What follows belongs to an exercise in optimizing a design on an open flow for small area and a short achievable clock period; a production flow would make more cautious choices. No functional check of the RTL was part of any run shown here.

## flow/design.v (module list and top-level ports; edited modules follow where they fit)
// module butterfly_top_module_8_point: 1029 lines
// module add16_bk: 58 lines
// module add16_sk: 70 lines
module butterfly_top_module_8_point(
    input clk,
    input rst,
    input new_input_flag,
    input [15:0] input_real0,
    input [15:0] input_real1,
    input [15:0] input_real2,
    input [15:0] input_real3,
    input [15:0] input_real4,
    input [15:0] input_real5,
    input [15:0] input_real6,
    input [15:0] input_real7,
    input [15:0] input_imag0,
    input [15:0] input_imag1,
    input [15:0] input_imag2,
    input [15:0] input_imag3,
    input [15:0] input_imag4,
    input [15:0] input_imag5,
    input [15:0] input_imag6,
    input [15:0] input_imag7,
    output [15:0] output_real0,
    output [15:0] output_real1,
    output [15:0] output_real2,
    output [15:0] output_real3,
    output [15:0] output_real4,
    output [15:0] output_real5,
    output [15:0] output_real6,
    output [15:0] output_real7,
    output [15:0] output_imag0,
    output [15:0] output_imag1,
    output [15:0] output_imag2,
    output [15:0] output_imag3,
    output [15:0] output_imag4,
    output [15:0] output_imag5,
    output [15:0] output_imag6,
    output [15:0] output_imag7,
    output fft_ready_flag
);
  // ...
==> flow/flow/run.sh <==
#!/bin/bash
set -euo pipefail
bash standard.sh "BUFFER_PORTS_ARGS=-buffer_cell sky130_fd_sc_hd__buf_1" SETUP_SLACK_MARGIN=5.8 finish > standard_sh.log 2>&1
==> flow/standard.sh <==
#!/bin/bash
# synth_recipe.tcl (not shown) runs the flow's synth.tcl, then flattens the netlist and writes it again
# the make line also repeats each setting of config.mk as NAME=value (left out here)
make -C /OpenROAD-flow-scripts/flow DESIGN_CONFIG=/design/flow/config.mk WORK_HOME=/design/flow/orfs CLKGATE_MAP_FILE= SYNTH_SCRIPT=/design/flow/synth_recipe.tcl "${@:-finish}"
==> flow/config.mk <==
export PLATFORM = sky130hd
export DESIGN_NAME = butterfly_top_module_8_point
export DESIGN_NICKNAME = butterfly_top_module_8_point
export VERILOG_FILES = /design/flow/design.v
export SDC_FILE = /design/flow/constraint.sdc
export NUM_CORES = 4
export LEC_CHECK = 0
export CAP_MARGIN = 20
export CORE_MARGIN = 2
export CORE_UTILIZATION = 60
export SLEW_MARGIN = 20
export TNS_END_PERCENT = 0
==> flow/constraint.sdc <==
create_clock -name core_clock -period 10.0 [get_ports {clk}]
set_input_delay 2.0000 -clock core_clock [delete_from_list [all_inputs] [get_ports {clk}]]
set_output_delay 2.0000 -clock core_clock [all_outputs]
set_load 0.01 [all_outputs]
==> metrics.cfg, run 1 <==
[timing]
max_freq_ghz = 0.198
min_period_over_period = 0.505
skew_ps = 23.9
setup_slack_ps = 4950

[critical_path]
worst_setup_path_end_kind = register
worstSetupPathDepth = 19

[final_layout]
fin_area_mm2 = 0.0737
inverters = 1847
sh_seq_area = 0.206
nonClockBufferCount = 547
seq_cell_count = 754
syn_to_final_growth_pct = 11.3

[route]
highest_layer = met5
dr_wl_met3_um = 7030
via_count = 47900

[global_route]
busiest_layer = met2
use_met3 = 0.0372

[placement]
dpl_cell_area_mm2 = 0.0700
place_ws_ps = 4220

[logic_synthesis]
synth-edff-count = 0
synthTopCellsByCount = inv_1 (1845), ha_1 (1208), dfxtp_1 (754)
synth.most_common_cell = inv_1
post_synth_fa_ha_maj_area_fraction = 0.405
synthesis.area_mm2 = 0.0662
synth_top_family_by_area = adder cells

[clock_network]
clockRootBuffer = clkbuf_16
cts_made_buffers = 88
htreeDepth = 3

[floorplan]
fp-row-count = 121

[status]
outcome = complete, no violations

==> run 2, diff against run 1 <==
--- a/flow/design.v
+++ b/flow/design.v
@@ -48,248 +48,124 @@
   wire [15:0] x4r = input_real4;
   wire [15:0] x4i = input_imag4;
   wire [15:0] x5r = input_real5;
   wire [15:0] x5i = input_imag5;
   wire [15:0] x6r = input_real6;
   wire [15:0] x6i = input_imag6;
   wire [15:0] x7r = input_real7;
   wire [15:0] x7i = input_imag7;
-  wire l1_04r_nz = |x4r[14:0];
-  wire [0:0] l1_04r_pos0 = ~x4r[15] & l1_04r_nz;
-  wire [0:0] l1_04r_mn0 = x4r[15] & ~l1_04r_nz;
-  wire l1_04r_pos = l1_04r_pos0;
-  wire l1_04r_mn = l1_04r_mn0;
-  wire [15:0] l1_04r_s0 = ~(x0r ^ x4r);
-  wire [15:0] l1_04r_c0 = x0r | x4r;
-  wire [15:0] l1_04r_s1 = x0r ^ x4r;
-  wire [15:0] l1_04r_c1 = ~x0r | x4r;
-  wire [15:0] l1_04r_0;
-  add16_sk u_l1_04r_0(.a(l1_04r_s0), .b({l1_04r_c0[14:0], ~l1_04r_pos}), .ci(l1_04r_mn), .y(l1_04r_0));
-  wire [15:0] l1_04r_t1;
-  add16_sk u_l1_04r_t1(.a(l1_04r_s1), .b({l1_04r_c1[14:0], ~l1_04r_pos}), .ci(l1_04r_mn), .y(l1_04r_t1));
-  wire [15:0] l1_04r_1 = ~l1_04r_t1;
-  wire l1_04i_nz = |x4i[14:0];
-  wire [0:0] l1_04i_pos0 = ~x4i[15] & l1_04i_nz;
-  wire [0:0] l1_04i_mn0 = x4i[15] & ~l1_04i_nz;
-  wire l1_04i_pos = l1_04i_pos0;
-  wire l1_04i_mn = l1_04i_mn0;
-  wire [15:0] l1_04i_s0 = ~(x0i ^ x4i);
-  wire [15:0] l1_04i_c0 = x0i | x4i;
-  wire [15:0] l1_04i_s1 = x0i ^ x4i;
-  wire [15:0] l1_04i_c1 = ~x0i | x4i;
-  wire [15:0] l1_04i_0;
-  add16_sk u_l1_04i_0(.a(l1_04i_s0), .b({l1_04i_c0[14:0], ~l1_04i_pos}), .ci(l1_04i_mn), .y(l1_04i_0));
-  wire [15:0] l1_04i_t1;
-  add16_sk u_l1_04i_t1(.a(l1_04i_s1), .b({l1_04i_c1[14:0], ~l1_04i_pos}), .ci(l1_04i_mn), .y(l1_04i_t1));
-  wire [15:0] l1_04i_1 = ~l1_04i_t1;
-  wire l1_26r_nz = |x6r[14:0];
-  wire [0:0] l1_26r_pos0 = ~x6r[15] & l1_26r_nz;
-  wire [0:0] l1_26r_mn0 = x6r[15] & ~l1_26r_nz;
-  wire l1_26r_pos = l1_26r_pos0;
-  wire l1_26r_mn = l1_26r_mn0;
-  wire [15:0] l1_26r_s0 = ~(x2r ^ x6r);
-  wire [15:0] l1_26r_c0 = x2r | x6r;
-  wire [15:0] l1_26r_s1 = x2r ^ x6r;
-  wire [15:0] l1_26r_c1 = ~x2r | x6r;
-  wire [15:0] l1_26r_0;
-  add16_sk u_l1_26r_0(.a(l1_26r_s0), .b({l1_26r_c0[14:0], ~l1_26r_pos}), .ci(l1_26r_mn), .y(l1_26r_0));
-  wire [15:0] l1_26r_t1;
-  add16_sk u_l1_26r_t1(.a(l1_26r_s1), .b({l1_26r_c1[14:0], ~l1_26r_pos}), .ci(l1_26r_mn), .y(l1_26r_t1));
-  wire [15:0] l1_26r_1 = ~l1_26r_t1;
-  wire l1_26i_nz = |x6i[14:0];
-  wire [0:0] l1_26i_pos0 = ~x6i[15] & l1_26i_nz;
-  wire [0:0] l1_26i_mn0 = x6i[15] & ~l1_26i_nz;
-  wire l1_26i_pos = l1_26i_pos0;
-  wire l1_26i_mn = l1_26i_mn0;
-  wire [15:0] l1_26i_s0 = ~(x2i ^ x6i);
-  wire [15:0] l1_26i_c0 = x2i | x6i;
-  wire [15:0] l1_26i_s1 = x2i ^ x6i;
-  wire [15:0] l1_26i_c1 = ~x2i | x6i;
-  wire [15:0] l1_26i_0;
-  add16_sk u_l1_26i_0(.a(l1_26i_s0), .b({l1_26i_c0[14:0], ~l1_26i_pos}), .ci(l1_26i_mn), .y(l1_26i_0));
-  wire [15:0] l1_26i_t1;
-  add16_sk u_l1_26i_t1(.a(l1_26i_s1), .b({l1_26i_c1[14:0], ~l1_26i_pos}), .ci(l1_26i_mn), .y(l1_26i_t1));
-  wire [15:0] l1_26i_1 = ~l1_26i_t1;
-  wire l1_15r_nz = |x5r[14:0];
-  wire [0:0] l1_15r_pos0 = ~x5r[15] & l1_15r_nz;
-  wire [0:0] l1_15r_mn0 = x5r[15] & ~l1_15r_nz;
-  wire l1_15r_pos = l1_15r_pos0;
-  wire l1_15r_mn = l1_15r_mn0;
-  wire [15:0] l1_15r_s0 = ~(x1r ^ x5r);
-  wire [15:0] l1_15r_c0 = x1r | x5r;
-  wire [15:0] l1_15r_s1 = x1r ^ x5r;
-  wire [15:0] l1_15r_c1 = ~x1r | x5r;
-  wire [15:0] l1_15r_0;
-  add16_sk u_l1_15r_0(.a(l1_15r_s0), .b({l1_15r_c0[14:0], ~l1_15r_pos}), .ci(l1_15r_mn), .y(l1_15r_0));
-  wire [15:0] l1_15r_t1;
-  add16_sk u_l1_15r_t1(.a(l1_15r_s1), .b({l1_15r_c1[14:0], ~l1_15r_pos}), .ci(l1_15r_mn), .y(l1_15r_t1));
-  wire [15:0] l1_15r_1 = ~l1_15r_t1;
-  wire l1_15i_nz = |x5i[14:0];
-  wire [0:0] l1_15i_pos0 = ~x5i[15] & l1_15i_nz;
-  wire [0:0] l1_15i_mn0 = x5i[15] & ~l1_15i_nz;
-  wire l1_15i_pos = l1_15i_pos0;
-  wire l1_15i_mn = l1_15i_mn0;
-  wire [15:0] l1_15i_s0 = ~(x1i ^ x5i);
-  wire [15:0] l1_15i_c0 = x1i | x5i;
-  wire [15:0] l1_15i_s1 = x1i ^ x5i;
-  wire [15:0] l1_15i_c1 = ~x1i | x5i;
-  wire [15:0] l1_15i_0;
-  add16_sk u_l1_15i_0(.a(l1_15i_s0), .b({l1_15i_c0[14:0], ~l1_15i_pos}), .ci(l1_15i_mn), .y(l1_15i_0));
-  wire [15:0] l1_15i_t1;
-  add16_sk u_l1_15i_t1(.a(l1_15i_s1), .b({l1_15i_c1[14:0], ~l1_15i_pos}), .ci(l1_15i_mn), .y(l1_15i_t1));
-  wire [15:0] l1_15i_1 = ~l1_15i_t1;
-  wire l1_37r_nz = |x7r[14:0];
-  wire [0:0] l1_37r_pos0 = ~x7r[15] & l1_37r_nz;
-  wire [0:0] l1_37r_mn0 = x7r[15] & ~l1_37r_nz;
-  wire l1_37r_pos = l1_37r_pos0;
-  wire l1_37r_mn = l1_37r_mn0;
-  wire [15:0] l1_37r_s0 = ~(x3r ^ x7r);
-  wire [15:0] l1_37r_c0 = x3r | x7r;
-  wire [15:0] l1_37r_s1 = x3r ^ x7r;
-  wire [15:0] l1_37r_c1 = ~x3r | x7r;
-  wire [15:0] l1_37r_0;
-  add16_sk u_l1_37r_0(.a(l1_37r_s0), .b({l1_37r_c0[14:0], ~l1_37r_pos}), .ci(l1_37r_mn), .y(l1_37r_0));
-  wire [15:0] l1_37r_t1;
-  add16_sk u_l1_37r_t1(.a(l1_37r_s1), .b({l1_37r_c1[14:0], ~l1_37r_pos}), .ci(l1_37r_mn), .y(l1_37r_t1));
-  wire [15:0] l1_37r_1 = ~l1_37r_t1;
-  wire l1_37i_nz = |x7i[14:0];
-  wire [0:0] l1_37i_pos0 = ~x7i[15] & l1_37i_nz;
-  wire [0:0] l1_37i_mn0 = x7i[15] & ~l1_37i_nz;
-  wire l1_37i_pos = l1_37i_pos0;
-  wire l1_37i_mn = l1_37i_mn0;
-  wire [15:0] l1_37i_s0 = ~(x3i ^ x7i);
-  wire [15:0] l1_37i_c0 = x3i | x7i;
-  wire [15:0] l1_37i_s1 = x3i ^ x7i;
-  wire [15:0] l1_37i_c1 = ~x3i | x7i;
-  wire [15:0] l1_37i_0;
-  add16_sk u_l1_37i_0(.a(l1_37i_s0), .b({l1_37i_c0[14:0], ~l1_37i_pos}), .ci(l1_37i_mn), .y(l1_37i_0));
-  wire [15:0] l1_37i_t1;
-  add16_sk u_l1_37i_t1(.a(l1_37i_s1), .b({l1_37i_c1[14:0], ~l1_37i_pos}), .ci(l1_37i_mn), .y(l1_37i_t1));
-  wire [15:0] l1_37i_1 = ~l1_37i_t1;
-  wire l2_02r_nz = |l1_26r_0_p1[14:0];
-  wire [0:0] l2_02r_pos0 = ~l1_26r_0_p1[15] & l2_02r_nz;
-  wire [0:0] l2_02r_mn0 = l1_26r_0_p1[15] & ~l2_02r_nz;
-  wire l2_02r_pos = l2_02r_pos0;
-  wire l2_02r_mn = l2_02r_mn0;
-  wire [15:0] l2_02r_s0 = ~(l1_04r_0_p1 ^ l1_26r_0_p1);
-  wire [15:0] l2_02r_c0 = l1_04r_0_p1 | l1_26r_0_p1;
-  wire [15:0] l2_02r_s1 = l1_04r_0_p1 ^ l1_26r_0_p1;
-  wire [15:0] l2_02r_c1 = ~l1_04r_0_p1 | l1_26r_0_p1;
-  wire [15:0] l2_02r_0;
-  add16_sk u_l2_02r_0(.a(l2_02r_s0), .b({l2_02r_c0[14:0], ~l2_02r_pos}), .ci(l2_02r_mn), .y(l2_02r_0));
-  wire [15:0] l2_02r_t1;
-  add16_sk u_l2_02r_t1(.a(l2_02r_s1), .b({l2_02r_c1[14:0], ~l2_02r_pos}), .ci(l2_02r_mn), .y(l2_02r_t1));
-  wire [15:0] l2_02r_1 = ~l2_02r_t1;
-  wire l2_02i_nz = |l1_26i_0_p1[14:0];
-  wire [0:0] l2_02i_pos0 = ~l1_26i_0_p1[15] & l2_02i_nz;
-  wire [0:0] l2_02i_mn0 = l1_26i_0_p1[15] & ~l2_02i_nz;
-  wire l2_02i_pos = l2_02i_pos0;
-  wire l2_02i_mn = l2_02i_mn0;
-  wire [15:0] l2_02i_s0 = ~(l1_04i_0_p1 ^ l1_26i_0_p1);
-  wire [15:0] l2_02i_c0 = l1_04i_0_p1 | l1_26i_0_p1;
-  wire [15:0] l2_02i_s1 = l1_04i_0_p1 ^ l1_26i_0_p1;
-  wire [15:0] l2_02i_c1 = ~l1_04i_0_p1 | l1_26i_0_p1;
-  wire [15:0] l2_02i_0;
-  add16_sk u_l2_02i_0(.a(l2_02i_s0), .b({l2_02i_c0[14:0], ~l2_02i_pos}), .ci(l2_02i_mn), .y(l2_02i_0));
-  wire [15:0] l2_02i_t1;
-  add16_sk u_l2_02i_t1(.a(l2_02i_s1), .b({l2_02i_c1[14:0], ~l2_02i_pos}), .ci(l2_02i_mn), .y(l2_02i_t1));
-  wire [15:0] l2_02i_1 = ~l2_02i_t1;
-  wire l2_46r_nz = |l1_26i_1_p1[14:0];
-  wire [0:0] l2_46r_pos0 = ~l1_26i_1_p1[15] & l2_46r_nz;
-  wire [0:0] l2_46r_mn0 = l1_26i_1_p1[15] & ~l2_46r_nz;
-  wire l2_46r_pos = l2_46r_pos0;
-  wire l2_46r_mn = l2_46r_mn0;
-  wire [15:0] l2_46r_s0 = ~(l1_04r_1_p1 ^ l1_26i_1_p1);
-  wire [15:0] l2_46r_c0 = l1_04r_1_p1 | l1_26i_1_p1;
-  wire [15:0] l2_46r_s1 = l1_04r_1_p1 ^ l1_26i_1_p1;
-  wire [15:0] l2_46r_c1 = ~l1_04r_1_p1 | l1_26i_1_p1;
-  wire [15:0] l2_46r_0;
-  add16_sk u_l2_46r_0(.a(l2_46r_s0), .b({l2_46r_c0[14:0], ~l2_46r_pos}), .ci(l2_46r_mn), .y(l2_46r_0));
-  wire [15:0] l2_46r_t1;
-  add16_sk u_l2_46r_t1(.a(l2_46r_s1), .b({l2_46r_c1[14:0], ~l2_46r_pos}), .ci(l2_46r_mn), .y(l2_46r_t1));
-  wire [15:0] l2_46r_1 = ~l2_46r_t1;
-  wire [15:0] l2_46i_0;
-  add16_sk u_l2_46i_0(.a(l1_04i_1_p1), .b(~l1_26r_1_p1), .ci(~l1_26r_1_p1[15]), .y(l2_46i_0));
-  wire [15:0] l2_46i_1;
-  add16_sk u_l2_46i_1(.a(l1_04i_1_p1), .b(l1_26r_1_p1), .ci(l1_26r_1_p1[15]), .y(l2_46i_1));
-  wire l2_13r_nz = |l1_37r_0_p1[14:0];
-  wire [0:0] l2_13r_pos0 = ~l1_37r_0_p1[15] & l2_13r_nz;
-  wire [0:0] l2_13r_mn0 = l1_37r_0_p1[15] & ~l2_13r_nz;
-  wire l2_13r_pos = l2_13r_pos0;
-  wire l2_13r_mn = l2_13r_mn0;
-  wire [15:0] l2_13r_s0 = ~(l1_15r_0_p1 ^ l1_37r_0_p1);
-  wire [15:0] l2_13r_c0 = l1_15r_0_p1 | l1_37r_0_p1;
-  wire [15:0] l2_13r_s1 = l1_15r_0_p1 ^ l1_37r_0_p1;
-  wire [15:0] l2_13r_c1 = ~l1_15r_0_p1 | l1_37r_0_p1;
-  wire [15:0] l2_13r_0;
-  add16_sk u_l2_13r_0(.a(l2_13r_s0), .b({l2_13r_c0[14:0], ~l2_13r_pos}), .ci(l2_13r_mn), .y(l2_13r_0));
-  wire [15:0] l2_13r_t1;
-  add16_sk u_l2_13r_t1(.a(l2_13r_s1), .b({l2_13r_c1[14:0], ~l2_13r_pos}), .ci(l2_13r_mn), .y(l2_13r_t1));
-  wire [15:0] l2_13r_1 = ~l2_13r_t1;
-  wire l2_13i_nz = |l1_37i_0_p1[14:0];
-  wire [0:0] l2_13i_pos0 = ~l1_37i_0_p1[15] & l2_13i_nz;
-  wire [0:0] l2_13i_mn0 = l1_37i_0_p1[15] & ~l2_13i_nz;
-  wire l2_13i_pos = l2_13i_pos0;
-  wire l2_13i_mn = l2_13i_mn0;
-  wire [15:0] l2_13i_s0 = ~(l1_15i_0_p1 ^ l1_37i_0_p1);
-  wire [15:0] l2_13i_c0 = l1_15i_0_p1 | l1_37i_0_p1;
-  wire [15:0] l2_13i_s1 = l1_15i_0_p1 ^ l1_37i_0_p1;
-  wire [15:0] l2_13i_c1 = ~l1_15i_0_p1 | l1_37i_0_p1;
-  wire [15:0] l2_13i_0;
-  add16_sk u_l2_13i_0(.a(l2_13i_s0), .b({l2_13i_c0[14:0], ~l2_13i_pos}), .ci(l2_13i_mn), .y(l2_13i_0));
-  wire [15:0] l2_13i_t1;
-  add16_sk u_l2_13i_t1(.a(l2_13i_s1), .b({l2_13i_c1[14:0], ~l2_13i_pos}), .ci(l2_13i_mn), .y(l2_13i_t1));
-  wire [15:0] l2_13i_1 = ~l2_13i_t1;
-  wire l2_57r_nz = |l1_37i_1_p1[14:0];
-  wire [0:0] l2_57r_pos0 = ~l1_37i_1_p1[15] & l2_57r_nz;
-  wire [0:0] l2_57r_mn0 = l1_37i_1_p1[15] & ~l2_57r_nz;
-  wire l2_57r_pos = l2_57r_pos0;
-  wire l2_57r_mn = l2_57r_mn0;
-  wire [15:0] l2_57r_s0 = ~(l1_15r_1_p1 ^ l1_37i_1_p1);
-  wire [15:0] l2_57r_c0 = l1_15r_1_p1 | l1_37i_1_p1;
-  wire [15:0] l2_57r_s1 = l1_15r_1_p1 ^ l1_37i_1_p1;
-  wire [15:0] l2_57r_c1 = ~l1_15r_1_p1 | l1_37i_1_p1;
-  wire [15:0] l2_57r_0;
-  add16_sk u_l2_57r_0(.a(l2_57r_s0), .b({l2_57r_c0[14:0], ~l2_57r_pos}), .ci(l2_57r_mn), .y(l2_57r_0));
-  wire [15:0] l2_57r_t1;
-  add16_sk u_l2_57r_t1(.a(l2_57r_s1), .b({l2_57r_c1[14:0], ~l2_57r_pos}), .ci(l2_57r_mn), .y(l2_57r_t1));
-  wire [15:0] l2_57r_1 = ~l2_57r_t1;
-  wire [15:0] l2_57i_0;
-  add16_sk u_l2_57i_0(.a(l1_15i_1_p1), .b(~l1_37r_1_p1), .ci(~l1_37r_1_p1[15]), .y(l2_57i_0));
-  wire [15:0] l2_57i_1;
-  add16_sk u_l2_57i_1(.a(l1_15i_1_p1), .b(l1_37r_1_p1), .ci(l1_37r_1_p1[15]), .y(l2_57i_1));
-  wire l3_04r_g_nz = |l2_13r_0_p2[14:0];
-  wire l3_04r_g_pos = ~l2_13r_0_p2[15] & l3_04r_g_nz;
-  wire l3_04r_g_mn = l2_13r_0_p2[15] & ~l3_04r_g_nz;
-  wire [15:0] l3_04r_g = {l2_13r_0_p2[15] ^ (l3_04r_g_pos & ~|l2_13r_0_p2[14:0]), l2_13r_0_p2[14] ^ (l3_04r_g_pos & ~|l2_13r_0_p2[13:0]), l2_13r_0_p2[13] ^ (l3_04r_g_pos & ~|l2_13r_0_p2[12:0]), l2_13r_0_p2[12] ^ (l3_04r_g_pos & ~|l2_13r_0_p2[11:0]), l2_13r_0_p2[11] ^ (l3_04r_g_pos & ~|l2_13r_0_p2[10:0]), l2_13r_0_p2[10] ^ (l3_04r_g_pos & ~|l2_13r_0_p2[9:0]), l2_13r_0_p2[9] ^ (l3_04r_g_pos & ~|l2_13r_0_p2[8:0]), l2_13r_0_p2[8] ^ (l3_04r_g_pos & ~|l2_13r_0_p2[7:0]), l2_13r_0_p2[7] ^ (l3_04r_g_pos & ~|l2_13r_0_p2[6:0]), l2_13r_0_p2[6] ^ (l3_04r_g_pos & ~|l2_13r_0_p2[5:0]), l2_13r_0_p2[5] ^ (l3_04r_g_pos & ~|l2_13r_0_p2[4:0]), l2_13r_0_p2[4] ^ (l3_04r_g_pos & ~|l2_13r_0_p2[3:0]), l2_13r_0_p2[3] ^ (l3_04r_g_pos & ~|l2_13r_0_p2[2:0]), l2_13r_0_p2[2] ^ (l3_04r_g_pos & ~|l2_13r_0_p2[1:0]), l2_13r_0_p2[1] ^ (l3_04r_g_pos & ~|l2_13r_0_p2[0:0]), l2_13r_0_p2[0] ^ (l3_04r_g_pos | l3_04r_g_mn)};
-  wire [15:0] l3_04r_0;
-  add16_bk u_l3_04r_0(.a(l2_02r_0_p2), .b(l3_04r_g), .ci(1'b0), .y(l3_04r_0));
-  wire [15:0] l3_04r_1;
-  add16_bk u_l3_04r_1(.a(l2_02r_0_p2), .b(~l3_04r_g), .ci(1'b1), .y(l3_04r_1));
-  wire l3_04i_g_nz = |l2_13i_0_p2[14:0];
-  wire l3_04i_g_pos = ~l2_13i_0_p2[15] & l3_04i_g_nz;
-  wire l3_04i_g_mn = l2_13i_0_p2[15] & ~l3_04i_g_nz;
-  wire [15:0] l3_04i_g = {l2_13i_0_p2[15] ^ (l3_04i_g_pos & ~|l2_13i_0_p2[14:0]), l2_13i_0_p2[14] ^ (l3_04i_g_pos & ~|l2_13i_0_p2[13:0]), l2_13i_0_p2[13] ^ (l3_04i_g_pos & ~|l2_13i_0_p2[12:0]), l2_13i_0_p2[12] ^ (l3_04i_g_pos & ~|l2_13i_0_p2[11:0]), l2_13i_0_p2[11] ^ (l3_04i_g_pos & ~|l2_13i_0_p2[10:0]), l2_13i_0_p2[10] ^ (l3_04i_g_pos & ~|l2_13i_0_p2[9:0]), l2_13i_0_p2[9] ^ (l3_04i_g_pos & ~|l2_13i_0_p2[8:0]), l2_13i_0_p2[8] ^ (l3_04i_g_pos & ~|l2_13i_0_p2[7:0]), l2_13i_0_p2[7] ^ (l3_04i_g_pos & ~|l2_13i_0_p2[6:0]), l2_13i_0_p2[6] ^ (l3_04i_g_pos & ~|l2_13i_0_p2[5:0]), l2_13i_0_p2[5] ^ (l3_04i_g_pos & ~|l2_13i_0_p2[4:0]), l2_13i_0_p2[4] ^ (l3_04i_g_pos & ~|l2_13i_0_p2[3:0]), l2_13i_0_p2[3] ^ (l3_04i_g_pos & ~|l2_13i_0_p2[2:0]), l2_13i_0_p2[2] ^ (l3_04i_g_pos & ~|l2_13i_0_p2[1:0]), l2_13i_0_p2[1] ^ (l3_04i_g_pos & ~|l2_13i_0_p2[0:0]), l2_13i_0_p2[0] ^ (l3_04i_g_pos | l3_04i_g_mn)};
-  wire [15:0] l3_04i_0;
-  add16_bk u_l3_04i_0(.a(l2_02i_0_p2), .b(l3_04i_g), .ci(1'b0), .y(l3_04i_0));
-  wire [15:0] l3_04i_1;
-  add16_bk u_l3_04i_1(.a(l2_02i_0_p2), .b(~l3_04i_g), .ci(1'b1), .y(l3_04i_1));
-  wire l3_26r_g_nz = |l2_13i_1_p2[14:0];
-  wire l3_26r_g_pos = ~l2_13i_1_p2[15] & l3_26r_g_nz;
-  wire l3_26r_g_mn = l2_13i_1_p2[15] & ~l3_26r_g_nz;
-  wire [15:0] l3_26r_g = {l2_13i_1_p2[15] ^ (l3_26r_g_pos & ~|l2_13i_1_p2[14:0]), l2_13i_1_p2[14] ^ (l3_26r_g_pos & ~|l2_13i_1_p2[13:0]), l2_13i_1_p2[13] ^ (l3_26r_g_pos & ~|l2_13i_1_p2[12:0]), l2_13i_1_p2[12] ^ (l3_26r_g_pos & ~|l2_13i_1_p2[11:0]), l2_13i_1_p2[11] ^ (l3_26r_g_pos & ~|l2_13i_1_p2[10:0]), l2_13i_1_p2[10] ^ (l3_26r_g_pos & ~|l2_13i_1_p2[9:0]), l2_13i_1_p2[9] ^ (l3_26r_g_pos & ~|l2_13i_1_p2[8:0]), l2_13i_1_p2[8] ^ (l3_26r_g_pos & ~|l2_13i_1_p2[7:0]), l2_13i_1_p2[7] ^ (l3_26r_g_pos & ~|l2_13i_1_p2[6:0]), l2_13i_1_p2[6] ^ (l3_26r_g_pos & ~|l2_13i_1_p2[5:0]), l2_13i_1_p2[5] ^ (l3_26r_g_pos & ~|l2_13i_1_p2[4:0]), l2_13i_1_p2[4] ^ (l3_26r_g_pos & ~|l2_13i_1_p2[3:0]), l2_13i_1_p2[3] ^ (l3_26r_g_pos & ~|l2_13i_1_p2[2:0]), l2_13i_1_p2[2] ^ (l3_26r_g_pos & ~|l2_13i_1_p2[1:0]), l2_13i_1_p2[1] ^ (l3_26r_g_pos & ~|l2_13i_1_p2[0:0]), l2_13i_1_p2[0] ^ (l3_26r_g_pos | l3_26r_g_mn)};
-  wire [15:0] l3_26r_0;
-  add16_bk u_l3_26r_0(.a(l2_02r_1_p2), .b(l3_26r_g), .ci(1'b0), .y(l3_26r_0));
-  wire [15:0] l3_26r_1;
-  add16_bk u_l3_26r_1(.a(l2_02r_1_p2), .b(~l3_26r_g), .ci(1'b1), .y(l3_26r_1));
-  wire [15:0] l3_26i_0;
-  add16_bk u_l3_26i_0(.a(l2_02i_1_p2), .b(~l2_13r_1_p2), .ci(~l2_13r_1_p2[15]), .y(l3_26i_0));
-  wire [15:0] l3_26i_1;
-  add16_bk u_l3_26i_1(.a(l2_02i_1_p2), .b(l2_13r_1_p2), .ci(l2_13r_1_p2[15]), .y(l3_26i_1));
+  wire l1_04r_g_nz = |x4r[14:0];
+  wire l1_04r_g_pos = ~x4r[15] & l1_04r_g_nz;
+  wire l1_04r_g_mn = x4r[15] & ~l1_04r_g_nz;
+  wire [15:0] l1_04r_g = l1_04r_g_pos ? x4r - 16'd1 : {x4r[15:1], x4r[0] | l1_04r_g_mn};
+  wire [15:0] l1_04r_0 = x0r + l1_04r_g + {15'd0, 1'b0};
+  wire [15:0] l1_04r_1 = x0r + ~l1_04r_g + {15'd0, 1'b1};
+  wire l1_04i_g_nz = |x4i[14:0];
+  wire l1_04i_g_pos = ~x4i[15] & l1_04i_g_nz;
+  wire l1_04i_g_mn = x4i[15] & ~l1_04i_g_nz;
+  wire [15:0] l1_04i_g = l1_04i_g_pos ? x4i - 16'd1 : {x4i[15:1], x4i[0] | l1_04i_g_mn};
+  wire [15:0] l1_04i_0 = x0i + l1_04i_g + {15'd0, 1'b0};
+  wire [15:0] l1_04i_1 = x0i + ~l1_04i_g + {15'd0, 1'b1};
+  wire l1_26r_g_nz = |x6r[14:0];
+  wire l1_26r_g_pos = ~x6r[15] & l1_26r_g_nz;
+  wire l1_26r_g_mn = x6r[15] & ~l1_26r_g_nz;
+  wire [15:0] l1_26r_g = l1_26r_g_pos ? x6r - 16'd1 : {x6r[15:1], x6r[0] | l1_26r_g_mn};
+  wire [15:0] l1_26r_0 = x2r + l1_26r_g + {15'd0, 1'b0};
+  wire [15:0] l1_26r_1 = x2r + ~l1_26r_g + {15'd0, 1'b1};
+  wire l1_26i_g_nz = |x6i[14:0];
+  wire l1_26i_g_pos = ~x6i[15] & l1_26i_g_nz;
+  wire l1_26i_g_mn = x6i[15] & ~l1_26i_g_nz;
+  wire [15:0] l1_26i_g = l1_26i_g_pos ? x6i - 16'd1 : {x6i[15:1], x6i[0] | l1_26i_g_mn};
+  wire [15:0] l1_26i_0 = x2i + l1_26i_g + {15'd0, 1'b0};
+  wire [15:0] l1_26i_1 = x2i + ~l1_26i_g + {15'd0, 1'b1};
+  wire l1_15r_g_nz = |x5r[14:0];
+  wire l1_15r_g_pos = ~x5r[15] & l1_15r_g_nz;
+  wire l1_15r_g_mn = x5r[15] & ~l1_15r_g_nz;
+  wire [15:0] l1_15r_g = l1_15r_g_pos ? x5r - 16'd1 : {x5r[15:1], x5r[0] | l1_15r_g_mn};
+  wire [15:0] l1_15r_0 = x1r + l1_15r_g + {15'd0, 1'b0};
+  wire [15:0] l1_15r_1 = x1r + ~l1_15r_g + {15'd0, 1'b1};
+  wire l1_15i_g_nz = |x5i[14:0];
+  wire l1_15i_g_pos = ~x5i[15] & l1_15i_g_nz;
+  wire l1_15i_g_mn = x5i[15] & ~l1_15i_g_nz;
+  wire [15:0] l1_15i_g = l1_15i_g_pos ? x5i - 16'd1 : {x5i[15:1], x5i[0] | l1_15i_g_mn};
+  wire [15:0] l1_15i_0 = x1i + l1_15i_g + {15'd0, 1'b0};
+  wire [15:0] l1_15i_1 = x1i + ~l1_15i_g + {15'd0, 1'b1};
+  wire l1_37r_g_nz = |x7r[14:0];
+  wire l1_37r_g_pos = ~x7r[15] & l1_37r_g_nz;
+  wire l1_37r_g_mn = x7r[15] & ~l1_37r_g_nz;
+  wire [15:0] l1_37r_g = l1_37r_g_pos ? x7r - 16'd1 : {x7r[15:1], x7r[0] | l1_37r_g_mn};
+  wire [15:0] l1_37r_0 = x3r + l1_37r_g + {15'd0, 1'b0};
+  wire [15:0] l1_37r_1 = x3r + ~l1_37r_g + {15'd0, 1'b1};
+  wire l1_37i_g_nz = |x7i[14:0];
+  wire l1_37i_g_pos = ~x7i[15] & l1_37i_g_nz;
+  wire l1_37i_g_mn = x7i[15] & ~l1_37i_g_nz;
+  wire [15:0] l1_37i_g = l1_37i_g_pos ? x7i - 16'd1 : {x7i[15:1], x7i[0] | l1_37i_g_mn};
+  wire [15:0] l1_37i_0 = x3i + l1_37i_g + {15'd0, 1'b0};
+  wire [15:0] l1_37i_1 = x3i + ~l1_37i_g + {15'd0, 1'b1};
+  wire l2_02r_g_nz = |l1_26r_0[14:0];
+  wire l2_02r_g_pos = ~l1_26r_0[15] & l2_02r_g_nz;
+  wire l2_02r_g_mn = l1_26r_0[15] & ~l2_02r_g_nz;
+  wire [15:0] l2_02r_g = l2_02r_g_pos ? l1_26r_0 - 16'd1 : {l1_26r_0[15:1], l1_26r_0[0] | l2_02r_g_mn};
+  wire [15:0] l2_02r_0 = l1_04r_0_p1 + l2_02r_g_p1 + {15'd0, 1'b0};
+  wire [15:0] l2_02r_1 = l1_04r_0_p1 + ~l2_02r_g_p1 + {15'd0, 1'b1};
+  wire l2_02i_g_nz = |l1_26i_0[14:0];
+  wire l2_02i_g_pos = ~l1_26i_0[15] & l2_02i_g_nz;
+  wire l2_02i_g_mn = l1_26i_0[15] & ~l2_02i_g_nz;
+  wire [15:0] l2_02i_g = l2_02i_g_pos ? l1_26i_0 - 16'd1 : {l1_26i_0[15:1], l1_26i_0[0] | l2_02i_g_mn};
+  wire [15:0] l2_02i_0 = l1_04i_0_p1 + l2_02i_g_p1 + {15'd0, 1'b0};
+  wire [15:0] l2_02i_1 = l1_04i_0_p1 + ~l2_02i_g_p1 + {15'd0, 1'b1};
+  wire l2_46r_g_nz = |l1_26i_1[14:0];
+  wire l2_46r_g_pos = ~l1_26i_1[15] & l2_46r_g_nz;
+  wire l2_46r_g_mn = l1_26i_1[15] & ~l2_46r_g_nz;
+  wire [15:0] l2_46r_g = l2_46r_g_pos ? l1_26i_1 - 16'd1 : {l1_26i_1[15:1], l1_26i_1[0] | l2_46r_g_mn};
+  wire [15:0] l2_46r_0 = l1_04r_1_p1 + l2_46r_g_p1 + {15'd0, 1'b0};
+  wire [15:0] l2_46r_1 = l1_04r_1_p1 + ~l2_46r_g_p1 + {15'd0, 1'b1};
+  wire [15:0] l2_46i_0 = l1_04i_1_p1 + ~l1_26r_1_p1 + {15'd0, ~l1_26r_1_p1[15]};
+  wire [15:0] l2_46i_1 = l1_04i_1_p1 + l1_26r_1_p1 + {15'd0, l1_26r_1_p1[15]};
+  wire l2_13r_g_nz = |l1_37r_0[14:0];
+  wire l2_13r_g_pos = ~l1_37r_0[15] & l2_13r_g_nz;
+  wire l2_13r_g_mn = l1_37r_0[15] & ~l2_13r_g_nz;
+  wire [15:0] l2_13r_g = l2_13r_g_pos ? l1_37r_0 - 16'd1 : {l1_37r_0[15:1], l1_37r_0[0] | l2_13r_g_mn};
+  wire [15:0] l2_13r_0 = l1_15r_0_p1 + l2_13r_g_p1 + {15'd0, 1'b0};
+  wire [15:0] l2_13r_1 = l1_15r_0_p1 + ~l2_13r_g_p1 + {15'd0, 1'b1};
+  wire l2_13i_g_nz = |l1_37i_0[14:0];
+  wire l2_13i_g_pos = ~l1_37i_0[15] & l2_13i_g_nz;
+  wire l2_13i_g_mn = l1_37i_0[15] & ~l2_13i_g_nz;
+  wire [15:0] l2_13i_g = l2_13i_g_pos ? l1_37i_0 - 16'd1 : {l1_37i_0[15:1], l1_37i_0[0] | l2_13i_g_mn};
+  wire [15:0] l2_13i_0 = l1_15i_0_p1 + l2_13i_g_p1 + {15'd0, 1'b0};
+  wire [15:0] l2_13i_1 = l1_15i_0_p1 + ~l2_13i_g_p1 + {15'd0, 1'b1};
+  wire l2_57r_g_nz = |l1_37i_1[14:0];
+  wire l2_57r_g_pos = ~l1_37i_1[15] & l2_57r_g_nz;
+  wire l2_57r_g_mn = l1_37i_1[15] & ~l2_57r_g_nz;
+  wire [15:0] l2_57r_g = l2_57r_g_pos ? l1_37i_1 - 16'd1 : {l1_37i_1[15:1], l1_37i_1[0] | l2_57r_g_mn};
+  wire [15:0] l2_57r_0 = l1_15r_1_p1 + l2_57r_g_p1 + {15'd0, 1'b0};
+  wire [15:0] l2_57r_1 = l1_15r_1_p1 + ~l2_57r_g_p1 + {15'd0, 1'b1};
+  wire [15:0] l2_57i_0 = l1_15i_1_p1 + ~l1_37r_1_p1 + {15'd0, ~l1_37r_1_p1[15]};
+  wire [15:0] l2_57i_1 = l1_15i_1_p1 + l1_37r_1_p1 + {15'd0, l1_37r_1_p1[15]};
+  wire l3_04r_g_nz = |l2_13r_0[14:0];
+  wire l3_04r_g_pos = ~l2_13r_0[15] & l3_04r_g_nz;
+  wire l3_04r_g_mn = l2_13r_0[15] & ~l3_04r_g_nz;
+  wire [15:0] l3_04r_g = l3_04r_g_pos ? l2_13r_0 - 16'd1 : {l2_13r_0[15:1], l2_13r_0[0] | l3_04r_g_mn};
+  wire [15:0] l3_04r_0 = l2_02r_0 + l3_04r_g + {15'd0, 1'b0};
+  wire [15:0] l3_04r_1 = l2_02r_0 + ~l3_04r_g + {15'd0, 1'b1};
+  wire l3_04i_g_nz = |l2_13i_0[14:0];
+  wire l3_04i_g_pos = ~l2_13i_0[15] & l3_04i_g_nz;
+  wire l3_04i_g_mn = l2_13i_0[15] & ~l3_04i_g_nz;
+  wire [15:0] l3_04i_g = l3_04i_g_pos ? l2_13i_0 - 16'd1 : {l2_13i_0[15:1], l2_13i_0[0] | l3_04i_g_mn};
+  wire [15:0] l3_04i_0 = l2_02i_0 + l3_04i_g + {15'd0, 1'b0};
+  wire [15:0] l3_04i_1 = l2_02i_0 + ~l3_04i_g + {15'd0, 1'b1};
+  wire l3_26r_g_nz = |l2_13i_1[14:0];
+  wire l3_26r_g_pos = ~l2_13i_1[15] & l3_26r_g_nz;
+  wire l3_26r_g_mn = l2_13i_1[15] & ~l3_26r_g_nz;
+  wire [15:0] l3_26r_g = l3_26r_g_pos ? l2_13i_1 - 16'd1 : {l2_13i_1[15:1], l2_13i_1[0] | l3_26r_g_mn};
+  wire [15:0] l3_26r_0 = l2_02r_1 + l3_26r_g + {15'd0, 1'b0};
+  wire [15:0] l3_26r_1 = l2_02r_1 + ~l3_26r_g + {15'd0, 1'b1};
+  wire [15:0] l3_26i_0 = l2_02i_1 + ~l2_13r_1 + {15'd0, ~l2_13r_1[15]};
+  wire [15:0] l3_26i_1 = l2_02i_1 + l2_13r_1 + {15'd0, l2_13r_1[15]};
   wire [16:0] s5 = {l2_57r_0[15],l2_57r_0} + {l2_57i_0[15],l2_57i_0};
   wire [16:0] d5 = {l2_57i_0[15],l2_57i_0} - {l2_57r_0[15],l2_57r_0};
   wire ms5_s1 = s5_p2[3] ^ s5_p2[5];
   wire ms5_c1 = s5_p2[3] & s5_p2[5];
   wire ms5_s2 = s5_p2[4] ^ s5_p2[6];
   wire ms5_c2 = s5_p2[4] & s5_p2[6];
   wire ms5_s3 = s5_p2[5] ^ s5_p2[7];
   wire ms5_c3 = s5_p2[5] & s5_p2[7];
@@ -574,17 +450,17 @@
   wire md5_s70 = d5_p2[15] ^ 1'b1;
   wire md5_c70 = d5_p2[15] & 1'b1;
   wire [29:0] md5_X = {md5_c70, md5_c69, md5_c68, md5_c67, md5_c66, md5_c65, md5_c64, md5_c63, md5_c62, md5_c61, md5_c60, md5_c59, md5_c58, md5_c57, md5_c56, md5_c55, md5_c54, md5_c53, md5_c52, md5_c51, md5_c50, md5_s50, d5_p2[1], d5_p2[0], d5_p2[5], d5_p2[4], d5_p2[3], d5_p2[2], d5_p2[1], d5_p2[0]};
   wire [29:0] md5_Y = {~d5_p2[16], md5_s70, md5_s69, md5_s68, md5_s67, md5_s66, md5_s65, md5_s64, md5_s63, md5_s62, md5_s61, md5_s60, md5_s59, md5_s58, md5_s57, md5_s56, md5_s55, md5_s54, md5_s53, md5_s52, md5_s51, d5_p2[8], d5_p2[7], d5_p2[6], 1'b0, 1'b0, 1'b0, 1'b0, 1'b0, 1'b0};
   wire [14:0] md5_lo = {1'b0, md5_X[13:0]} + {1'b0, md5_Y[13:0]};
   wire [0:0] md5_c = md5_lo[14];
   wire [15:0] md5_xh = md5_X[29:14];
   wire [15:0] md5_yh = md5_Y[29:14];
-  wire [0:0] nz5 = |s5_p2[13:0];
+  wire [0:0] nz5 = |s5[13:0];
   wire [16:0] s7 = {l2_57r_1[15],l2_57r_1} + {l2_57i_1[15],l2_57i_1};
   wire [16:0] d7 = {l2_57i_1[15],l2_57i_1} - {l2_57r_1[15],l2_57r_1};
   wire ms7_s1 = s7_p2[3] ^ s7_p2[5];
   wire ms7_c1 = s7_p2[3] & s7_p2[5];
   wire ms7_s2 = s7_p2[4] ^ s7_p2[6];
   wire ms7_c2 = s7_p2[4] & s7_p2[6];
   wire ms7_s3 = s7_p2[5] ^ s7_p2[7];
   wire ms7_c3 = s7_p2[5] & s7_p2[7];
@@ -869,144 +745,138 @@
   wire md7_s70 = d7_p2[15] ^ 1'b1;
   wire md7_c70 = d7_p2[15] & 1'b1;
   wire [29:0] md7_X = {md7_c70, md7_c69, md7_c68, md7_c67, md7_c66, md7_c65, md7_c64, md7_c63, md7_c62, md7_c61, md7_c60, md7_c59, md7_c58, md7_c57, md7_c56, md7_c55, md7_c54, md7_c53, md7_c52, md7_c51, md7_c50, md7_s50, d7_p2[1], d7_p2[0], d7_p2[5], d7_p2[4], d7_p2[3], d7_p2[2], d7_p2[1], d7_p2[0]};
   wire [29:0] md7_Y = {~d7_p2[16], md7_s70, md7_s69, md7_s68, md7_s67, md7_s66, md7_s65, md7_s64, md7_s63, md7_s62, md7_s61, md7_s60, md7_s59, md7_s58, md7_s57, md7_s56, md7_s55, md7_s54, md7_s53, md7_s52, md7_s51, d7_p2[8], d7_p2[7], d7_p2[6], 1'b0, 1'b0, 1'b0, 1'b0, 1'b0, 1'b0};
   wire [14:0] md7_lo = {1'b0, md7_X[13:0]} + {1'b0, md7_Y[13:0]};
   wire [0:0] md7_c = md7_lo[14];
   wire [15:0] md7_xh = md7_X[29:14];
   wire [15:0] md7_yh = md7_Y[29:14];
-  wire [0:0] nz7 = |s7_p2[13:0];
+  wire [0:0] nz7 = |s7[13:0];
   wire [15:0] y1r_rs = l2_46r_0_p2 ^ ms5_xh ^ ms5_yh;
   wire [15:0] y1r_rc = (l2_46r_0_p2 & ms5_xh) | (l2_46r_0_p2 & ms5_yh) | (ms5_xh & ms5_yh);
-  wire [15:0] y1r;
-  add16_sk u_y1r(.a(y1r_rs), .b({y1r_rc[14:0], ms5_c}), .ci(1'b0), .y(y1r));
+  wire [15:0] y1r = y1r_rs + {y1r_rc[14:0], ms5_c} + {15'd0, 1'b0};
   wire [15:0] y5r_rs = l2_46r_0_p2 ^ ~ms5_xh ^ ~ms5_yh;
   wire [15:0] y5r_rc = (l2_46r_0_p2 & ~ms5_xh) | (l2_46r_0_p2 & ~ms5_yh) | (~ms5_xh & ~ms5_yh);
-  wire [15:0] y5r;
-  add16_sk u_y5r(.a(y5r_rs), .b({y5r_rc[14:0], ~ms5_c}), .ci(1'b1), .y(y5r));
+  wire [15:0] y5r = y5r_rs + {y5r_rc[14:0], ~ms5_c} + {15'd0, 1'b1};
   wire [15:0] y1i_rs = l2_46i_0_p2 ^ md5_xh ^ md5_yh;
   wire [15:0] y1i_rc = (l2_46i_0_p2 & md5_xh) | (l2_46i_0_p2 & md5_yh) | (md5_xh & md5_yh);
-  wire [15:0] y1i;
-  add16_sk u_y1i(.a(y1i_rs), .b({y1i_rc[14:0], md5_c}), .ci(1'b0), .y(y1i));
+  wire [15:0] y1i = y1i_rs + {y1i_rc[14:0], md5_c} + {15'd0, 1'b0};
   wire [15:0] y5i_rs = l2_46i_0_p2 ^ ~md5_xh ^ ~md5_yh;
   wire [15:0] y5i_rc = (l2_46i_0_p2 & ~md5_xh) | (l2_46i_0_p2 & ~md5_yh) | (~md5_xh & ~md5_yh);
-  wire [15:0] y5i;
-  add16_sk u_y5i(.a(y5i_rs), .b({y5i_rc[14:0], ~md5_c}), .ci(1'b1), .y(y5i));
+  wire [15:0] y5i = y5i_rs + {y5i_rc[14:0], ~md5_c} + {15'd0, 1'b1};
   wire [15:0] y3r_rs = l2_46r_1_p2 ^ md7_xh ^ md7_yh;
   wire [15:0] y3r_rc = (l2_46r_1_p2 & md7_xh) | (l2_46r_1_p2 & md7_yh) | (md7_xh & md7_yh);
-  wire [15:0] y3r;
-  add16_sk u_y3r(.a(y3r_rs), .b({y3r_rc[14:0], md7_c}), .ci(1'b0), .y(y3r));
+  wire [15:0] y3r = y3r_rs + {y3r_rc[14:0], md7_c} + {15'd0, 1'b0};
   wire [15:0] y7r_rs = l2_46r_1_p2 ^ ~md7_xh ^ ~md7_yh;
   wire [15:0] y7r_rc = (l2_46r_1_p2 & ~md7_xh) | (l2_46r_1_p2 & ~md7_yh) | (~md7_xh & ~md7_yh);
-  wire [15:0] y7r;
-  add16_sk u_y7r(.a(y7r_rs), .b({y7r_rc[14:0], ~md7_c}), .ci(1'b1), .y(y7r));
+  wire [15:0] y7r = y7r_rs + {y7r_rc[14:0], ~md7_c} + {15'd0, 1'b1};
   wire [15:0] y3i_rs = l2_46i_1_p2 ^ ~ms7_xh ^ ~ms7_yh;
   wire [15:0] y3i_rc = (l2_46i_1_p2 & ~ms7_xh) | (l2_46i_1_p2 & ~ms7_yh) | (~ms7_xh & ~ms7_yh);
-  wire [15:0] y3i;
-  add16_sk u_y3i(.a(y3i_rs), .b({y3i_rc[14:0], ~ms7_c}), .ci(~nz7), .y(y3i));
+  wire [15:0] y3i = y3i_rs + {y3i_rc[14:0], ~ms7_c} + {15'd0, ~nz7_p2};
   wire [15:0] y7i_rs = l2_46i_1_p2 ^ ms7_xh ^ ms7_yh;
   wire [15:0] y7i_rc = (l2_46i_1_p2 & ms7_xh) | (l2_46i_1_p2 & ms7_yh) | (ms7_xh & ms7_yh);
-  wire [15:0] y7i;
-  add16_sk u_y7i(.a(y7i_rs), .b({y7i_rc[14:0], ms7_c}), .ci(nz7), .y(y7i));
+  wire [15:0] y7i = y7i_rs + {y7i_rc[14:0], ms7_c} + {15'd0, nz7_p2};
   reg [15:0] l1_04r_0_p1;
-  reg [15:0] l1_26r_0_p1;
+  reg [15:0] l2_02r_g_p1;
   reg [15:0] l1_04i_0_p1;
-  reg [15:0] l1_26i_0_p1;
+  reg [15:0] l2_02i_g_p1;
   reg [15:0] l1_04r_1_p1;
-  reg [15:0] l1_26i_1_p1;
+  reg [15:0] l2_46r_g_p1;
   reg [15:0] l1_26r_1_p1;
   reg [15:0] l1_04i_1_p1;
   reg [15:0] l1_15r_0_p1;
-  reg [15:0] l1_37r_0_p1;
+  reg [15:0] l2_13r_g_p1;
   reg [15:0] l1_15i_0_p1;
-  reg [15:0] l1_37i_0_p1;
+  reg [15:0] l2_13i_g_p1;
   reg [15:0] l1_15r_1_p1;
-  reg [15:0] l1_37i_1_p1;
+  reg [15:0] l2_57r_g_p1;
   reg [15:0] l1_37r_1_p1;
   reg [15:0] l1_15i_1_p1;
-  reg [15:0] l2_13r_0_p2;
-  reg [15:0] l2_02r_0_p2;
-  reg [15:0] l2_13i_0_p2;
-  reg [15:0] l2_02i_0_p2;
-  reg [15:0] l2_13i_1_p2;
-  reg [15:0] l2_02r_1_p2;
-  reg [15:0] l2_13r_1_p2;
-  reg [15:0] l2_02i_1_p2;
   reg [16:0] s5_p2;
   reg [16:0] d5_p2;
   reg [16:0] s7_p2;
   reg [16:0] d7_p2;
   reg [15:0] l2_46r_0_p2;
   reg [15:0] l2_46i_0_p2;
   reg [15:0] l2_46r_1_p2;
   reg [15:0] l2_46i_1_p2;
+  reg [0:0] nz7_p2;
+  reg [15:0] l3_04r_0_p2;
   reg [15:0] l3_04r_0_p3;
+  reg [15:0] l3_04i_0_p2;
   reg [15:0] l3_04i_0_p3;
   reg [15:0] y1r_p3;
   reg [15:0] y1i_p3;
+  reg [15:0] l3_26r_0_p2;
   reg [15:0] l3_26r_0_p3;
+  reg [15:0] l3_26i_0_p2;
   reg [15:0] l3_26i_0_p3;
   reg [15:0] y3r_p3;
   reg [15:0] y3i_p3;
+  reg [15:0] l3_04r_1_p2;
   reg [15:0] l3_04r_1_p3;
+  reg [15:0] l3_04i_1_p2;
   reg [15:0] l3_04i_1_p3;
   reg [15:0] y5r_p3;
   reg [15:0] y5i_p3;
+  reg [15:0] l3_26r_1_p2;
   reg [15:0] l3_26r_1_p3;
+  reg [15:0] l3_26i_1_p2;
   reg [15:0] l3_26i_1_p3;
   reg [15:0] y7r_p3;
   reg [15:0] y7i_p3;
   always @(posedge clk) begin
     l1_04r_0_p1 <= l1_04r_0;
-    l1_26r_0_p1 <= l1_26r_0;
+    l2_02r_g_p1 <= l2_02r_g;
     l1_04i_0_p1 <= l1_04i_0;
-    l1_26i_0_p1 <= l1_26i_0;
+    l2_02i_g_p1 <= l2_02i_g;
     l1_04r_1_p1 <= l1_04r_1;
-    l1_26i_1_p1 <= l1_26i_1;
+    l2_46r_g_p1 <= l2_46r_g;
     l1_26r_1_p1 <= l1_26r_1;
     l1_04i_1_p1 <= l1_04i_1;
     l1_15r_0_p1 <= l1_15r_0;
-    l1_37r_0_p1 <= l1_37r_0;
+    l2_13r_g_p1 <= l2_13r_g;
     l1_15i_0_p1 <= l1_15i_0;
-    l1_37i_0_p1 <= l1_37i_0;
+    l2_13i_g_p1 <= l2_13i_g;
     l1_15r_1_p1 <= l1_15r_1;
-    l1_37i_1_p1 <= l1_37i_1;
+    l2_57r_g_p1 <= l2_57r_g;
     l1_37r_1_p1 <= l1_37r_1;
     l1_15i_1_p1 <= l1_15i_1;
-    l2_13r_0_p2 <= l2_13r_0;
-    l2_02r_0_p2 <= l2_02r_0;
-    l2_13i_0_p2 <= l2_13i_0;
-    l2_02i_0_p2 <= l2_02i_0;
-    l2_13i_1_p2 <= l2_13i_1;
-    l2_02r_1_p2 <= l2_02r_1;
-    l2_13r_1_p2 <= l2_13r_1;
-    l2_02i_1_p2 <= l2_02i_1;
     s5_p2 <= s5;
     d5_p2 <= d5;
     s7_p2 <= s7;
     d7_p2 <= d7;
     l2_46r_0_p2 <= l2_46r_0;
     l2_46i_0_p2 <= l2_46i_0;
     l2_46r_1_p2 <= l2_46r_1;
     l2_46i_1_p2 <= l2_46i_1;
-    l3_04r_0_p3 <= l3_04r_0;
-    l3_04i_0_p3 <= l3_04i_0;
+    nz7_p2 <= nz7;
+    l3_04r_0_p2 <= l3_04r_0;
+    l3_04r_0_p3 <= l3_04r_0_p2;
+    l3_04i_0_p2 <= l3_04i_0;
+    l3_04i_0_p3 <= l3_04i_0_p2;
     y1r_p3 <= y1r;
     y1i_p3 <= y1i;
-    l3_26r_0_p3 <= l3_26r_0;
-    l3_26i_0_p3 <= l3_26i_0;
+    l3_26r_0_p2 <= l3_26r_0;
+    l3_26r_0_p3 <= l3_26r_0_p2;
+    l3_26i_0_p2 <= l3_26i_0;
+    l3_26i_0_p3 <= l3_26i_0_p2;
     y3r_p3 <= y3r;
     y3i_p3 <= y3i;
-    l3_04r_1_p3 <= l3_04r_1;
-    l3_04i_1_p3 <= l3_04i_1;
+    l3_04r_1_p2 <= l3_04r_1;
+    l3_04r_1_p3 <= l3_04r_1_p2;
+    l3_04i_1_p2 <= l3_04i_1;
+    l3_04i_1_p3 <= l3_04i_1_p2;
     y5r_p3 <= y5r;
     y5i_p3 <= y5i;
-    l3_26r_1_p3 <= l3_26r_1;
-    l3_26i_1_p3 <= l3_26i_1;
+    l3_26r_1_p2 <= l3_26r_1;
+    l3_26r_1_p3 <= l3_26r_1_p2;
+    l3_26i_1_p2 <= l3_26i_1;
+    l3_26i_1_p3 <= l3_26i_1_p2;
     y7r_p3 <= y7r;
     y7i_p3 <= y7i;
   end
   assign output_real0 = l3_04r_0_p3;
   assign output_imag0 = l3_04i_0_p3;
   assign output_real1 = y1r_p3;
   assign output_imag1 = y1i_p3;
   assign output_real2 = l3_26r_0_p3;
@@ -1023,136 +893,8 @@
   assign output_imag7 = y7i_p3;
   reg [2:0] valid;
   always @(posedge clk) begin
     if (rst) valid <= 0;
     else valid <= {valid[1:0], new_input_flag};
   end
   assign fft_ready_flag = valid[2];
 endmodule
-module add16_bk(input [15:0] a, input [15:0] b, input ci, output [15:0] y);
-  wire [15:0] p0 = a ^ b;
-  wire [15:0] g0 = a & b;
-  wire [15:0] gg0 = {g0[15:1], g0[0] | (p0[0] & ci)};
-  wire G1_1 = gg0[1] | (p0[1] & gg0[0]);
-  wire P1_1 = p0[1] & p0[0];
-  wire G1_3 = gg0[3] | (p0[3] & gg0[2]);
-  wire P1_3 = p0[3] & p0[2];
-  wire G1_5 = gg0[5] | (p0[5] & gg0[4]);
-  wire P1_5 = p0[5] & p0[4];
-  wire G1_7 = gg0[7] | (p0[7] & gg0[6]);
-  wire P1_7 = p0[7] & p0[6];
-  wire G1_9 = gg0[9] | (p0[9] & gg0[8]);
-  wire P1_9 = p0[9] & p0[8];
-  wire G1_11 = gg0[11] | (p0[11] & gg0[10]);
-  wire P1_11 = p0[11] & p0[10];
-  wire G1_13 = gg0[13] | (p0[13] & gg0[12]);
-  wire P1_13 = p0[13] & p0[12];
-  wire G1_15 = gg0[15] | (p0[15] & gg0[14]);
-  wire P1_15 = p0[15] & p0[14];
-  wire G2_3 = G1_3 | (P1_3 & G1_1);
-  wire P2_3 = P1_3 & P1_1;
-  wire G2_7 = G1_7 | (P1_7 & G1_5);
-  wire P2_7 = P1_7 & P1_5;
-  wire G2_11 = G1_11 | (P1_11 & G1_9);
-  wire P2_11 = P1_11 & P1_9;
-  wire G2_15 = G1_15 | (P1_15 & G1_13);
-  wire P2_15 = P1_15 & P1_13;
-  wire G3_7 = G2_7 | (P2_7 & G2_3);
-  wire P3_7 = P2_7 & P2_3;
-  wire G3_15 = G2_15 | (P2_15 & G2_11);
-  wire P3_15 = P2_15 & P2_11;
-  wire G4_15 = G3_15 | (P3_15 & G3_7);
-  wire P4_15 = P3_15 & P3_7;
-  wire G6_11 = G2_11 | (P2_11 & G3_7);
-  wire P6_11 = P2_11 & P3_7;
-  wire G7_5 = G1_5 | (P1_5 & G2_3);
-  wire P7_5 = P1_5 & P2_3;
-  wire G7_9 = G1_9 | (P1_9 & G3_7);
-  wire P7_9 = P1_9 & P3_7;
-  wire G7_13 = G1_13 | (P1_13 & G6_11);
-  wire P7_13 = P1_13 & P6_11;
-  wire G8_2 = gg0[2] | (p0[2] & G1_1);
-  wire P8_2 = p0[2] & P1_1;
-  wire G8_4 = gg0[4] | (p0[4] & G2_3);
-  wire P8_4 = p0[4] & P2_3;
-  wire G8_6 = gg0[6] | (p0[6] & G7_5);
-  wire P8_6 = p0[6] & P7_5;
-  wire G8_8 = gg0[8] | (p0[8] & G3_7);
-  wire P8_8 = p0[8] & P3_7;
-  wire G8_10 = gg0[10] | (p0[10] & G7_9);
-  wire P8_10 = p0[10] & P7_9;
-  wire G8_12 = gg0[12] | (p0[12] & G6_11);
-  wire P8_12 = p0[12] & P6_11;
-  wire G8_14 = gg0[14] | (p0[14] & G7_13);
-  wire P8_14 = p0[14] & P7_13;
-  assign y = p0 ^ {G8_14, G7_13, G8_12, G6_11, G8_10, G7_9, G8_8, G3_7, G8_6, G7_5, G8_4, G2_3, G8_2, G1_1, gg0[0], ci};
-endmodule
-module add16_sk(input [15:0] a, input [15:0] b, input ci, output [15:0] y);
-  wire [15:0] p0 = a ^ b;
-  wire [15:0] g0 = a & b;
-  wire [15:0] gg0 = {g0[15:1], g0[0] | (p0[0] & ci)};
-  wire G1_1 = gg0[1] | (p0[1] & gg0[0]);
-  wire P1_1 = p0[1] & p0[0];
-  wire G1_3 = gg0[3] | (p0[3] & gg0[2]);
-  wire P1_3 = p0[3] & p0[2];
-  wire G1_5 = gg0[5] | (p0[5] & gg0[4]);
-  wire P1_5 = p0[5] & p0[4];
-  wire G1_7 = gg0[7] | (p0[7] & gg0[6]);
-  wire P1_7 = p0[7] & p0[6];
-  wire G1_9 = gg0[9] | (p0[9] & gg0[8]);
-  wire P1_9 = p0[9] & p0[8];
-  wire G1_11 = gg0[11] | (p0[11] & gg0[10]);
-  wire P1_11 = p0[11] & p0[10];
-  wire G1_13 = gg0[13] | (p0[13] & gg0[12]);
-  wire P1_13 = p0[13] & p0[12];
-  wire G1_15 = gg0[15] | (p0[15] & gg0[14]);
-  wire P1_15 = p0[15] & p0[14];
-  wire G2_2 = gg0[2] | (p0[2] & G1_1);
-  wire P2_2 = p0[2] & P1_1;
-  wire G2_3 = G1_3 | (P1_3 & G1_1);
-  wire P2_3 = P1_3 & P1_1;
-  wire G2_6 = gg0[6] | (p0[6] & G1_5);
-  wire P2_6 = p0[6] & P1_5;
-  wire G2_7 = G1_7 | (P1_7 & G1_5);
-  wire P2_7 = P1_7 & P1_5;
-  wire G2_10 = gg0[10] | (p0[10] & G1_9);
-  wire P2_10 = p0[10] & P1_9;
-  wire G2_11 = G1_11 | (P1_11 & G1_9);
-  wire P2_11 = P1_11 & P1_9;
-  wire G2_14 = gg0[14] | (p0[14] & G1_13);
-  wire P2_14 = p0[14] & P1_13;
-  wire G2_15 = G1_15 | (P1_15 & G1_13);
-  wire P2_15 = P1_15 & P1_13;
-  wire G3_4 = gg0[4] | (p0[4] & G2_3);
-  wire P3_4 = p0[4] & P2_3;
-  wire G3_5 = G1_5 | (P1_5 & G2_3);
-  wire P3_5 = P1_5 & P2_3;
-  wire G3_6 = G2_6 | (P2_6 & G2_3);
-  wire P3_6 = P2_6 & P2_3;
-  wire G3_7 = G2_7 | (P2_7 & G2_3);
-  wire P3_7 = P2_7 & P2_3;
-  wire G3_12 = gg0[12] | (p0[12] & G2_11);
-  wire P3_12 = p0[12] & P2_11;
-  wire G3_13 = G1_13 | (P1_13 & G2_11);
-  wire P3_13 = P1_13 & P2_11;
-  wire G3_14 = G2_14 | (P2_14 & G2_11);
-  wire P3_14 = P2_14 & P2_11;
-  wire G3_15 = G2_15 | (P2_15 & G2_11);
-  wire P3_15 = P2_15 & P2_11;
-  wire G4_8 = gg0[8] | (p0[8] & G3_7);
-  wire P4_8 = p0[8] & P3_7;
-  wire G4_9 = G1_9 | (P1_9 & G3_7);
-  wire P4_9 = P1_9 & P3_7;
-  wire G4_10 = G2_10 | (P2_10 & G3_7);
-  wire P4_10 = P2_10 & P3_7;
-  wire G4_11 = G2_11 | (P2_11 & G3_7);
-  wire P4_11 = P2_11 & P3_7;
-  wire G4_12 = G3_12 | (P3_12 & G3_7);
-  wire P4_12 = P3_12 & P3_7;
-  wire G4_13 = G3_13 | (P3_13 & G3_7);
-  wire P4_13 = P3_13 & P3_7;
-  wire G4_14 = G3_14 | (P3_14 & G3_7);
-  wire P4_14 = P3_14 & P3_7;
-  wire G4_15 = G3_15 | (P3_15 & G3_7);
-  wire P4_15 = P3_15 & P3_7;
-  assign y = p0 ^ {G4_14, G4_13, G4_12, G4_11, G4_10, G4_9, G4_8, G3_7, G3_6, G3_5, G3_4, G2_3, G2_2, G1_1, gg0[0], ci};
-endmodule
==> flow/run.sh (new file) <==
#!/bin/bash
# synth_recipe.tcl (not shown) runs the flow's synth.tcl, then flattens the netlist and writes it again
# the make line also repeats each setting of config.mk as NAME=value (left out here)
make -C /OpenROAD-flow-scripts/flow DESIGN_CONFIG=/design/flow/config.mk WORK_HOME=/design/flow/orfs CLKGATE_MAP_FILE= SYNTH_SCRIPT=/design/flow/synth_recipe.tcl finish
==> flow/config.mk (replaced) <==
export PLATFORM = sky130hd
export DESIGN_NAME = butterfly_top_module_8_point
export DESIGN_NICKNAME = butterfly_top_module_8_point
export VERILOG_FILES = /design/flow/design.v
export SDC_FILE = /design/flow/constraint.sdc
export NUM_CORES = 4
export LEC_CHECK = 0
export CAP_MARGIN = 20
export CORE_MARGIN = 2
export CORE_UTILIZATION = 40
export SETUP_SLACK_MARGIN = 5
export SLEW_MARGIN = 20
removed: flow/flow/run.sh
removed: flow/standard.sh
==> metrics.cfg, run 2 <==
[status]
outcome = complete, no violations

[timing]
fin_tns_setup_ps = 0
rsz0062_at_grt = true
hold_violations = 0
worst_pin_slew_ps = 1070
slew_viol_final = 0
setup_violations = 0
skew_ps = 50.5  ; +26.6 ps
maxSlewHeadroom = 0.282
max_freq_ghz = 0.169  ; -15%
min_period_ps = 5920
setup_slack_ps = 4080  ; -865 ps
min_period_over_period = 0.592  ; +0.0865

[route]
drt-total-wl_um = 222000
post_drt_wl_per_cell_um = 20.3
drtPass1Iterations = 6
drtAntennaViolNets = 0
via_count = 56500  ; +18%
viasPerCell = 5.17
dr.first_iter.drc_count = 3449
route.detailed.drc = 0

[critical_path]
crit_buf_inv = 3
start_kind = input port
rr_startpoint = l1_15i_1_p1[0]
cp.arrival_ps = 6500
crit_path_cell_trace = buf_6 -> or4_4 -> or4_4 -> nor4_4 -> buf_4 -> xnor2_2 -> o21ai_2 -> ha_2 -> fa_2 -> a21o_1 -> a211o_1 -> a31o_4 -> o21a_4 -> o311ai_4 -> nor4_4 -> a41oi_4 -> nand4_4 -> buf_6 -> xor2_1
path_delay_family = compound AO/OA/AOI/OAI gates
cp_slowest_stage_delay_ps = 540
cp.required_ps = 10580
worstSetupPathType = in -> reg
worst_setup_path_end_kind = register
timing.critical_path.from = input_real7[10]
critical_path.slowest_cell = or4_4
critPathMaxFanout = 6

[global_route]
first_global_vias = 55800
grt_first_pass_wirelength_um = 326000
overflow = 0
grt_usage = 0.249
antenna_found_initial = 29
grt_max_degree = 16

[floorplan]
start_util = 0.403
coreArea_mm2 = 0.165
fp.dieW_um = 412
die_y_um = 412
dieArea_mm2 = 0.170
ios = 516
fp-row-count = 149  ; +23%

[logic_synthesis]
synthesis.area_mm2 = 0.0665  ; +0.50%
synth.top_cell.area_share = 0.228
yosys.cell_types.count = 92
synthTopCellsByCount = inv_1 (1153), ha_1 (902), dfxtp_1 (757)
synthCells = 7572
yosys-top-cells-area = dfxtp_1 (23%), ha_1 (17%), fa_1 (12%)
synth-edff-count = 0  ; unchanged
yosysWarnings = 1
ys.flop_type = dfxtp_1
yosysTopAreaCell = dfxtp_1
syn_nets = 9127
ys_ff_latch = 757
async_flop_share = 0
syn_avg_cell_area_um2 = 8.79
seq_area_frac_synth = 0.228
synth.most_common_cell = inv_1

[clock_network]
insertion_delay_ps = 730
htreeDepth = 3  ; unchanged
postCtsHoldBufs = 0
clockRootBuffer = clkbuf_16
path_clk_slew_ps = 60
max-clock-path-buffers = 3
cts_made_buffers = 90  ; +2.3%
cts_tree = built
cts.sinks = 757

[final_layout]
fin_area_mm2 = 0.0907  ; +23%
drive_gt1_frac = 0.249
top_regs = d5_p2: 17 flops, d7_p2: 17 flops
syn_to_final_growth_pct = 36.3
mostFrequentLayoutCell = inv_1
final_cell_mix = inv_1 (1076), ha_1 (742), dfxtp_1 (706), xnor2_1 (532), buf_4 (515)
layout.nets = 10200
num-fill-cells = 14500

[placement]
port-buffer-count = 515
place_ws_ps = 2050  ; -2170 ps
place_congestion = 0.940
dpl_cell_area_mm2 = 0.0751  ; +7.3%
dpl.hpwl_um = 174000

[hold_path]
hp-class = reg -> reg
hold_start = l3_26r_0_p2[2]

[run]
drv_cap = 0

[run 2: cell count changes after synthesis, moves of 95 or more]
cell      delta
nand3_1    +106
fa_1       -190
o21bai_1   +100
ha_1       -306
a21oi_1    +188
xor2_1      +95
nor2_1     +237
xnor2_1    +260
inv_1      -692
[run 2: final timing paths]
check,depth (start not counted),endpoint,slack [ps]
worst min-delay path,0,l3_26r_0_p3[2],310
worst max-delay path,19,l2_13r_g_p1[4],4080
worst max register to register,27,l3_04i_1_p2[15],4310
worst min register to register,0,l3_26r_0_p3[2],310
[run 2: kinds of logic after synthesis]
logic type	share of synthesized area
AOI/OAI and AO/OA	0.148
xor gates and xnor gates	0.121
adders and majority gates	0.288
buffers and inverters	0.0746
DFF	0.228
muxes	0.00365
and+or+nand+nor	0.136
[run 2: stage by stage]
| stage | hold slack, ps | utilization | cells |
|---|---|---|---|
| after floorplan | 310 | - | 7572 |
| after global placement | 312 | 0.455 | 10100 |
| after detailed placement | 312 | 0.455 | 10100 |
| after CTS | 319 | 0.518 | 10700 |
| after global routing | 328 | 0.549 | 10900 |
| final | 310 | 0.549 | 10900 |
[run 2: cell type report]
cell class,instances,area [um2],area share
Antenna cell,6,15.0,0.000166
Clock buffer,114,2480,0.0274
Clock inverter,50,623,0.00687
Inverter,1155,4400,0.0485
Multi-Input combinational cell,5506,54700,0.603
Sequential cell,757,15300,0.169
Tap cell,2189,2740,0.0302
Timing Repair Buffer,1154,10400,0.115
[run 2: per-layer routing]
layer  wire length, um  part of all wire  global-route usage
met5                49           0.00022                   0
met4              7020             0.032              0.0721
met3             11700             0.053              0.0373
met2            104000              0.47               0.413
met1             99200              0.45               0.333
[run 2: what timing repair did]
item                       4_1_cts  5_1_grt
setup endpoints to repair      312      268
pin swaps                      585      608
buffers inserted               424      214
gates cloned                     2        0
gates resized for setup       1137      755

Re-timed with assumed drivers on the ports (clkbuf_16 on the clock, buf_2 on other inputs), run 2 has 4.120 ns of setup slack against 4.082 ns with ideal ports, and 3.335 ns once port delays also move by the mid clock arrival of 0.785 ns.
